What follows belongs to an exercise in optimizing a design on an open flow for small area, a short achievable clock period and few clock cycles; a production flow would make more cautious choices.
At most, simulation tests tie the RTL to the original design; equivalence was not proved.
Power is estimated from default activity; no workload was simulated.

Setup of run 1:
==> flow/design.v (excerpt) <==
module udp_transmit
(
    input wire  clk,
    input wire  rst,
    output wire  eth_txd_tvalid,
    output wire [31 : 0] eth_txd_tdata,
    output wire [3 : 0] eth_txd_tkeep,
    output wire  eth_txd_tlast,
    input wire  eth_txd_tready,
    output wire                    eth_txc_tvalid,
    output wire [31 : 0] eth_txc_tdata,
    output wire [3 : 0] eth_txc_tkeep,
    output wire  eth_txc_tlast,
    input wire  eth_txc_tready,
    input wire [31 : 0]   s_axis_data_tdata,
    input wire                      s_axis_data_tvalid,
    output wire                     s_axis_data_tready,
    input wire                      s_axis_data_tlast
);
    reg [8:0]  nb;           
    reg        first;        
    reg        ctrl;         
    reg        hdr;          
    reg        payload;      
    reg        lastb;        
    reg [31:0] s;            
    reg        s_rdy;        
    reg [15:0] p;
    reg [31:0] o;            
    reg        o_v, o_last, o_keep;
    reg        c_v, c_first, c_last;
    wire [3:0]  b = nb[3:0];
    wire [31:0] hv = (b == 4'd0) ? 32'h0000_0100 :
                     (b == 4'd1) ? 32'h0002_0000 :
                     (b == 4'd3) ? 32'h0045_0008 :
                     (b == 4'd4) ? 32'h0000_1c04 :
                     (b == 4'd5) ? 32'h1180_0000 :
                     (b == 4'd6) ? 32'ha8c0_e767 :
                     (b == 4'd7) ? 32'hc0a8_8001 :
                     (b == 4'd8) ? 32'h1879_0164 :
                     (b == 4'd9) ? 32'h0804_3075 : 32'h0;
    wire acc    = s_axis_data_tvalid && s_rdy;
    wire [31:0] w = s_rdy ? s_axis_data_tdata : s;
    wire c_free = !c_v || eth_txc_tready;
    wire o_free = !o_v || eth_txd_tready;
    wire step   = o_free && (ctrl ? (c_free && (!first || !s_rdy))
                                  : (!payload || !s_rdy || s_axis_data_tvalid));
    wire take   = step && payload;
    always @(posedge clk) begin
        if (rst) begin
            nb <= 9'd0;
            first <= 1'b1;
            ctrl <= 1'b1;
            hdr <= 1'b1;
            payload <= 1'b0;
            lastb <= 1'b0;
            s_rdy <= 1'b1;
  ...
For scale: ~380 cells after synthesis, ~120 I/O pins.
Settings: LEC_CHECK=0, CAP_MARGIN=20, CORE_MARGIN=2, CORE_UTILIZATION=55, PLACE_DENSITY=0.7, SETUP_SLACK_MARGIN=3.2, SLEW_MARGIN=20; clock period 5.0 ns.
standard.sh (not shown) runs the stock make flow with config.mk's settings and CLKGATE_MAP_FILE= SYNTH_SCRIPT=/design/flow/synth_recipe.tcl, a recipe that flattens the netlist after the stock synthesis.
==> flow/flow/run.sh <==
#!/bin/bash
# The standard layout (standard.sh), with two changes to how it is made:
# ports are buffered with the smallest buffer (buf_1; timing repair upsizes
# the ones it needs), and each constant net keeps the single tie cell that
# synthesis gives it instead of one tie cell per load.
set -euo pipefail
export BUFFER_PORTS_ARGS="-buffer_cell sky130_fd_sc_hd__buf_1"
export SKIP_REPAIR_TIE_FANOUT=1
bash standard.sh > standard.log 2>&1
Input-level comparison between run 2 and run 1:
--- a/flow/config.mk
+++ b/flow/config.mk
@@ -7,2 +7,3 @@
 export LEC_CHECK = 0
+export ABC_AREA = 1
 export CAP_MARGIN = 20
@@ -10,2 +11,4 @@
 export CORE_UTILIZATION = 55
+export CTS_BUF_LIST = sky130_fd_sc_hd__clkbuf_16
+export CTS_CLUSTER_SIZE = 30
 export PLACE_DENSITY = 0.7
[summary]
Sort run 1 and run 2 by total number of nets in the final design desc -> top: run 2
Run 2 vs run 1: final design instance area without fill up slightly
The wire length reported by the detailed router number comes out lower for run 1 vs run 2.
Total power: run 2 above run 1
Multi-input gate count (run 2 / run 1): 1.4
Delta (run 2 minus run 1): count of clock buffers in the final design lower; global routing usage summed across all routing layers higher.
Any difference in final setup skew between run 2 and run 1 is small enough to ignore.
Modified inputs, run 3 compared to run 2
--- a/flow/config.mk
+++ b/flow/config.mk
@@ -7,9 +7,6 @@
 export LEC_CHECK = 0
-export ABC_AREA = 1
 export CAP_MARGIN = 20
 export CORE_MARGIN = 2
-export CORE_UTILIZATION = 55
-export CTS_BUF_LIST = sky130_fd_sc_hd__clkbuf_16
-export CTS_CLUSTER_SIZE = 30
-export PLACE_DENSITY = 0.7
+export CORE_UTILIZATION = 40
+export PLACE_DENSITY = 0.6
 export SETUP_SLACK_MARGIN = 3.2
### Flow results
Run 2 has completed all stages; timing, DRC and antenna checks passed.
The flow did not stop early for run 3: all stages ran, and the layout cleared the timing, DRC and antenna checks.
Slowest library cell on the worst path: sky130_fd_sc_hd__edfxtp_1 -> run 3, sky130_fd_sc_hd__dfxtp_4 -> run 2
From run 2 to run 3 the numbers moved as follows: via count lost 8.6%, fmax went down, smallest setup slack after layout decreased by 0.019 ns relative to the old numbers, utilization moved down.
diff inputs: run 3 => run 4
--- a/flow/config.mk
+++ b/flow/config.mk
@@ -7,7 +7,8 @@
 export LEC_CHECK = 0
+export ABC_AREA = 1
 export CAP_MARGIN = 20
 export CORE_MARGIN = 2
-export CORE_UTILIZATION = 40
-export PLACE_DENSITY = 0.6
-export SETUP_SLACK_MARGIN = 3.2
+export CORE_UTILIZATION = 55
+export PLACE_DENSITY = 0.7
+export SETUP_SLACK_MARGIN = 3.0
 export SLEW_MARGIN = 20
Notes after the runs:
- Cell count in run 4 is about 12% above run 3.
- The lower die area came out of run 4.
- Compared with run 3, run 4 shows a worst hold path depth that is 1 higher.
- The run showing the greater final period demand of the worst path is run 4.
- Worst hold slack: run 3 and run 4 compared, higher one is run 3
- Run 4 vs run 3 — area after synthesis climbed slightly
Setup changes, run 4 to run 5
--- a/flow/config.mk
+++ b/flow/config.mk
@@ -12,3 +12,3 @@
 export PLACE_DENSITY = 0.7
-export SETUP_SLACK_MARGIN = 3.0
+export SETUP_SLACK_MARGIN = 3.1
 export SLEW_MARGIN = 20
### Flow results
In the flow results for run 5 and run 4, the shortest period the worst path allows is smaller on run 4.
Maximum single-stage delay on the critical path: run 4 vs run 5, no meaningful difference
On run 5: quantity of gates resized following cts is 1 higher than what run 4 gave.
Looking at post-route core utilization, run 5 sits 0.47 points above run 4.
Status: net switching fraction of the power parity (run 4, run 5)
Run 4 and run 5 ended up with roughly the same final critical-path share of the clock period.
In terms of portion of total power attributed to the clock network, run 5 and run 4 differ only marginally.
On total track usage, run 4 tracks run 5 almost exactly.
Register-to-register slack across run 5 and run 4: no real change.
Edits applied to the flow inputs when going from run 5 to run 6:
--- a/flow/config.mk
+++ b/flow/config.mk
@@ -7,8 +7,7 @@
 export LEC_CHECK = 0
-export ABC_AREA = 1
 export CAP_MARGIN = 20
 export CORE_MARGIN = 2
-export CORE_UTILIZATION = 55
-export PLACE_DENSITY = 0.7
-export SETUP_SLACK_MARGIN = 3.1
+export CORE_UTILIZATION = 70
+export PLACE_DENSITY = 0.8
+export SETUP_SLACK_MARGIN = 3.2
 export SLEW_MARGIN = 20
--- outcome ---
Share of layout cells above drive strength 1, run 5 and run 6, lower one = run 5.
Cell area after layout (higher): run 6
Between run 6 and run 5, it is run 6 whose transition time at the pin with the least slew margin is higher, by 0.16 ns.
Compare run 5 and run 6 | first-pass GRT wire length higher: run 6
Of the two values seen for last element of the critical path, eth_txd_tkeep[3] was produced by run 6 and s_axis_data_tready by run 5.
Run 6 against run 5: clock skew went down; post-CTS setup buffer count went up.
Between run 5 and run 6, global-route usage is higher for run 6, run 5 comes in under that.
Run 6 gives more clock-buffer cell count than run 5 did.
Utilization of the core after routing (higher): run 6
The most common library cell in the layout ignoring fill and taps comes out sky130_fd_sc_hd__edfxtp_1 in one run and sky130_fd_sc_hd__nand2_1 in the other, namely in run 6 and run 5 respectively.
On final estimated routing congestion in global placement: between run 5 and run 6, it ends up higher for run 6.
No run of this note included a check of the RTL's function; only the layout flow was run.

---

The RTL this note starts from:
==> flow/design.v <==
module udp_send_data_buf;
endmodule
module crc_calc;
endmodule
`timescale 1 ns / 1 ps
module udp_transmit
(
    input wire  clk,
    input wire  rst,
    output wire  eth_txd_tvalid,
    output wire [31 : 0] eth_txd_tdata,
    output wire [3 : 0] eth_txd_tkeep,
    output wire  eth_txd_tlast,
    input wire  eth_txd_tready,
    output wire                    eth_txc_tvalid,
    output wire [31 : 0] eth_txc_tdata,
    output wire [3 : 0] eth_txc_tkeep,
    output wire  eth_txc_tlast,
    input wire  eth_txc_tready,
    input wire [31 : 0]   s_axis_data_tdata,
    input wire                      s_axis_data_tvalid,
    output wire                     s_axis_data_tready,
    input wire                      s_axis_data_tlast
);
    reg [8:0]  nb;           
    reg        first;        
    reg        ctrl;         
    reg        hdr;          
    reg        payload;      
    reg        lastb;        
    reg [31:0] s;            
    reg        s_rdy;        
    reg [15:0] p;
    reg [31:0] o;            
    reg        o_v, o_last, o_keep;
    reg        c_v, c_first, c_last;
    wire [3:0]  b = nb[3:0];
    wire [31:0] hv = (b == 4'd0) ? 32'h0000_0100 :
                     (b == 4'd1) ? 32'h0002_0000 :
                     (b == 4'd3) ? 32'h0045_0008 :
                     (b == 4'd4) ? 32'h0000_1c04 :
                     (b == 4'd5) ? 32'h1180_0000 :
                     (b == 4'd6) ? 32'ha8c0_e767 :
                     (b == 4'd7) ? 32'hc0a8_8001 :
                     (b == 4'd8) ? 32'h1879_0164 :
                     (b == 4'd9) ? 32'h0804_3075 : 32'h0;
    wire acc    = s_axis_data_tvalid && s_rdy;
    wire [31:0] w = s_rdy ? s_axis_data_tdata : s;
    wire c_free = !c_v || eth_txc_tready;
    wire o_free = !o_v || eth_txd_tready;
    wire step   = o_free && (ctrl ? (c_free && (!first || !s_rdy || s_axis_data_tvalid))
                                  : (!payload || !s_rdy || s_axis_data_tvalid));
    wire take   = step && payload;
    always @(posedge clk) begin
        if (rst) begin
            nb <= 9'd0;
            first <= 1'b1;
            ctrl <= 1'b1;
            hdr <= 1'b1;
            payload <= 1'b0;
            lastb <= 1'b0;
            s_rdy <= 1'b1;
            o_v <= 1'b0;
            c_v <= 1'b0;
        end else begin
            if (step) begin
                nb      <= lastb ? 9'd0 : nb + 9'd1;
                first   <= lastb;
                ctrl    <= lastb || (ctrl && nb != 9'd5);
                hdr     <= lastb || (hdr && nb != 9'd9);
                payload <= (nb == 9'd9) || (payload && nb != 9'd265);
                lastb   <= (nb == 9'd265);
            end
            if (take) s_rdy <= 1'b1;
            else if (acc) s_rdy <= 1'b0;
            if (o_free) o_v <= step;
            if (c_free) c_v <= step && ctrl;
        end
    end
    always @(posedge clk) begin
        if (s_rdy) s <= s_axis_data_tdata;
        if (take) p <= w[31:16];
        if (o_free) begin
            o[31:16] <= (hdr || lastb) ? hv[31:16] : w[15:0];
            o[15:0]  <= (hdr || nb == 9'd10) ? hv[15:0] : p;
            o_last   <= lastb;
            o_keep   <= !lastb;
        end
        if (c_free) begin
            c_first <= first;
            c_last  <= (nb == 9'd5);
        end
    end
    assign s_axis_data_tready = s_rdy;
    assign eth_txd_tvalid = o_v;
    assign eth_txd_tdata  = o;
    assign eth_txd_tkeep  = {{2{o_keep}}, 2'b11};
    assign eth_txd_tlast  = o_last;
    assign eth_txc_tvalid = c_v;
    assign eth_txc_tdata  = {c_first, 1'b0, c_first, 29'h0};
    assign eth_txc_tkeep  = 4'hF;
    assign eth_txc_tlast  = c_last;
endmodule
Settings: LEC_CHECK=0, ABC_AREA=1, CAP_MARGIN=20, CORE_MARGIN=2, CORE_UTILIZATION=65, PLACE_DENSITY=0.75, SETUP_SLACK_MARGIN=3.0, SLEW_MARGIN=20; clock period 5.0 ns.
Scripts as last shown in full above: flow/flow/run.sh
Testbench counts at the start, summed over its fixed seeds: cycles 26,373.
Edit:
==> flow/run.sh (new file) <==
#!/bin/bash
# synth_recipe.tcl (not shown) runs the flow's synth.tcl, then flattens the netlist and writes it again
# the make line also repeats each setting of config.mk as NAME=value (left out here)
make -C /OpenROAD-flow-scripts/flow DESIGN_CONFIG=/design/flow/config.mk WORK_HOME=/design/flow/orfs CLKGATE_MAP_FILE= SYNTH_SCRIPT=/design/flow/synth_recipe.tcl finish
- CORE_UTILIZATION: 65 -> 55
- PLACE_DENSITY: 0.75 -> 0.7
removed: flow/flow/run.sh
removed: flow/standard.sh
Final cell count came out higher by roughly a tenth.
Wire length came out higher by a little under a tenth.
First-iteration DRC count came out lower by a quarter to a third.
Power came out higher by a few percent.
Global-route usage came out lower by 1.1 points.
Synthesized cell count is unchanged.
Area after synthesis is unchanged.
Clock skew came out lower by 0.0059 ns.
Edit:
==> flow/flow/run.sh (new file) <==
#!/bin/bash
# The standard layout (standard.sh), with two changes to how it is made:
# ports are buffered with the smallest buffer (buf_1; timing repair upsizes
# the ones it needs), and each constant net keeps the single tie cell that
# synthesis gives it instead of one tie cell per load.
set -euo pipefail
export BUFFER_PORTS_ARGS="-buffer_cell sky130_fd_sc_hd__buf_1"
export SKIP_REPAIR_TIE_FANOUT=1
bash standard.sh > standard.log 2>&1
==> flow/standard.sh (new file) <==
#!/bin/bash
# synth_recipe.tcl (not shown) runs the flow's synth.tcl, then flattens the netlist and writes it again
# the make line also repeats each setting of config.mk as NAME=value (left out here)
make -C /OpenROAD-flow-scripts/flow DESIGN_CONFIG=/design/flow/config.mk WORK_HOME=/design/flow/orfs CLKGATE_MAP_FILE= SYNTH_SCRIPT=/design/flow/synth_recipe.tcl "${@:-finish}"
removed: flow/run.sh
=>
- setup slack improves by 0.025 ns
- non-clock buffer count falls by 10
- first-iteration DRC count rises by 96%
- critical path depth stays the same
- cell area falls by about 10%
- clock skew rises by 0.0041 ns
- synthesized cell count does not change
Edit:
- CTS_BUF_LIST: default -> sky130_fd_sc_hd__clkbuf_16
- CTS_CLUSTER_DIAMETER: default -> 200
- CTS_CLUSTER_SIZE: default -> 50
Critical path depth stays the same.
Utilization increases by 1.2 points.
Die area does not change.
Worst hold slack degrades by 0.0056 ns.
Global-route usage rose by 0.56 points.
Wire length goes up by 2.8%.
Non-clock buffer count falls by 1.
Edit:
- CTS_BUF_LIST: sky130_fd_sc_hd__clkbuf_16 -> default
- CTS_CLUSTER_DIAMETER: 200 -> default
- CTS_CLUSTER_SIZE: 50 -> default
- GPL_TIMING_DRIVEN: default -> 0
Result: Routed wire length goes down by 1.8%; total power goes down by 7.9%; sequential share of layout area goes down by 2.1 points; final area goes up by 4.2%; via count goes up by 3.9%; non-clock buffer count goes up by 49; critical path depth is unchanged; setup slack got worse by 0.052 ns; cell count goes up by 7.4%; clock power goes down by 25%.

---

RTL: one of the versions met above, not the one the previous note started from.
Size in the first run: roughly 500 cells after synthesis, about 100 flip-flops, about 0.0045 mm2 of cells after synthesis.
Settings: LEC_CHECK=0, ABC_AREA=1, CAP_MARGIN=20, CORE_MARGIN=2, CORE_UTILIZATION=55, PLACE_DENSITY=0.7, SETUP_SLACK_MARGIN=3.4, SLEW_MARGIN=20; clock period 5.0 ns.
==> flow/flow/run.sh <==
#!/bin/bash
# The standard layout (standard.sh), with two changes to how it is made:
# ports are buffered with the smallest buffer (buf_1; timing repair upsizes
# the ones it needs), and each constant net keeps the single tie cell that
# synthesis gives it instead of one tie cell per load.
set -euo pipefail
export BUFFER_PORTS_ARGS="-buffer_cell sky130_fd_sc_hd__buf_1"
export SKIP_REPAIR_TIE_FANOUT=1
bash standard.sh > standard.log 2>&1
Edit:
Settings changed: SETUP_SLACK_MARGIN 3.4 to 2.8.
The new run produced a clean layout.
Final area falls by 11%.
Area after synthesis does not change.
Sequential cell count does not change.
Wire length came out lower by 16%.
Non-clock buffer count falls by 23.
Setup slack gets worse by 160 ps.
Edit:
Settings changed: SETUP_SLACK_MARGIN 2.8 to 3.2.
The changed run ran to the end with no violations.
First-iteration DRC count rose by about 26%.
Final cell count rose by 1.7%.
Global-route usage goes up by 1.6 points.
Power goes up by 2.9%.
Worst setup slack is better by 170 ps.
Function was not checked in any run of this note: the RTL went through the layout flow alone.

---

## JK
udp_transmit, a different RTL version from the one above (not shown whole).
For scale: ~370 cells after synthesis, ~95 flip-flops, ~120 I/O pins.
export LEC_CHECK = 0
export CAP_MARGIN = 20
export CORE_MARGIN = 2
export CORE_UTILIZATION = 60
export PLACE_DENSITY = 0.7
export SLEW_MARGIN = 20
create_clock -name core_clock -period 5.0 [get_ports {clk}]
run.sh (not shown) runs the stock make flow with config.mk's settings and CLKGATE_MAP_FILE= SYNTH_SCRIPT=/design/flow/synth_recipe.tcl, a recipe that flattens the netlist after the stock synthesis.
Stock flow here: none of the scripts above is used.
JK: all stages complete, timing, DRC and antenna checks passed
Testbench counts of JK, summed over its fixed seeds: cycles 26,921.
Changes in MS relative to JK:
# JK
export LEC_CHECK = 0
export CAP_MARGIN = 20
export CORE_MARGIN = 2
export CORE_UTILIZATION = 60
export PLACE_DENSITY = 0.7
export SLEW_MARGIN = 20
create_clock -name core_clock -period 5.0 [get_ports {clk}]
# MS
export LEC_CHECK = 0
export CAP_MARGIN = 20
export CORE_MARGIN = 2
export CORE_UTILIZATION = 40
export PLACE_DENSITY = 0.6
export SETUP_SLACK_MARGIN = 3.2
export SLEW_MARGIN = 20
create_clock -name core_clock -period 5.0 [get_ports {clk}]
==> comparison <==
For the minimum hold slack, MS came in 0.0043 ns higher than JK did.
Comparing MS and JK, the lower wire length of the first global-routing pass is on JK.
Comparing MS and JK, fraction of final layout cells with drive strength greater than 1 is higher on MS.

[port drivers added, routing unchanged]
In the flow no input, the clock included, has a driving cell. The finished layouts below were timed again as built, in two steps.
Step 1 assumes that a clkbuf_16 drives the clock port and a buf_2 every other input.
Step 2, shift: input delay + t, output delay - t, t = (earliest + latest rising clock arrival at the registers) / 2. This alone moves slack from input paths to output paths.
Three values: ideal ports, drivers, drivers and shift; two values: the first two.
run | t (ns) | setup slack, ns | hold slack, ns | slew at the worst register clock pin (ns) | pins driven straight from the clock port
run 1 | 0.391 | 3.092 / 3.061 / 2.821 | 0.478 / 0.478 / 0.478 | 0.10 / 0.10 | 1
run 2 | 0.375 | 3.075 / 3.040 / 2.812 | 0.446 / 0.446 / 0.446 | 0.07 / 0.07 | 1
run 3 | 0.397 | 3.056 / 3.021 / 2.779 | 0.481 / 0.481 / 0.481 | 0.11 / 0.11 | 1
run 4 | 0.385 | 3.042 / 3.013 / 2.775 | 0.454 / 0.454 / 0.454 | 0.10 / 0.10 | 1
run 5 | 0.391 | 3.036 / 3.007 / 2.755 | 0.451 / 0.451 / 0.451 | 0.10 / 0.10 | 1
run 6 | 0.389 | 3.058 / 3.029 / 2.843 | 0.479 / 0.479 / 0.479 | 0.10 / 0.10 | 1
the first run of note 2 | 0.393 | 3.008 / 2.977 / 2.661 | 0.453 / 0.453 / 0.453 | 0.11 / 0.11 | 1
the second run of note 2 | 0.394 | 3.005 / 2.977 / 2.717 | 0.449 / 0.449 / 0.449 | 0.10 / 0.10 | 1
the third run of note 2 | 0.383 | 3.030 / 2.998 / 2.750 | 0.451 / 0.451 / 0.451 | 0.11 / 0.11 | 1
the fourth run of note 2 | 0.369 | 3.026 / 2.990 / 2.737 | 0.445 / 0.445 / 0.445 | 0.07 / 0.07 | 1
the fifth run of note 2 | 0.392 | 2.974 / 2.940 / 2.688 | 0.448 / 0.448 / 0.448 | 0.11 / 0.11 | 1
the first run of note 3 | 0.386 | 3.050 / 3.019 / 2.869 | 0.450 / 0.450 / 0.450 | 0.11 / 0.11 | 1
the second run of note 3 | 0.382 | 2.885 / 2.858 / 2.664 | 0.451 / 0.451 / 0.451 | 0.10 / 0.10 | 1
the third run of note 3 | 0.379 | 3.052 / 3.022 / 2.893 | 0.454 / 0.454 / 0.454 | 0.11 / 0.11 | 1
JK | 0.377 | 1.802 / 1.773 / 1.466 | 0.477 / 0.477 / 0.477 | 0.09 / 0.09 | 1
MS | 0.398 | 2.998 / 2.970 / 2.572 | 0.482 / 0.482 / 0.482 | 0.10 / 0.10 | 1
After both steps setup and hold are still met in every run listed. The setup slack of MS, which loses most, moves by -0.028 ns with the drivers and by -0.426 ns with both steps.
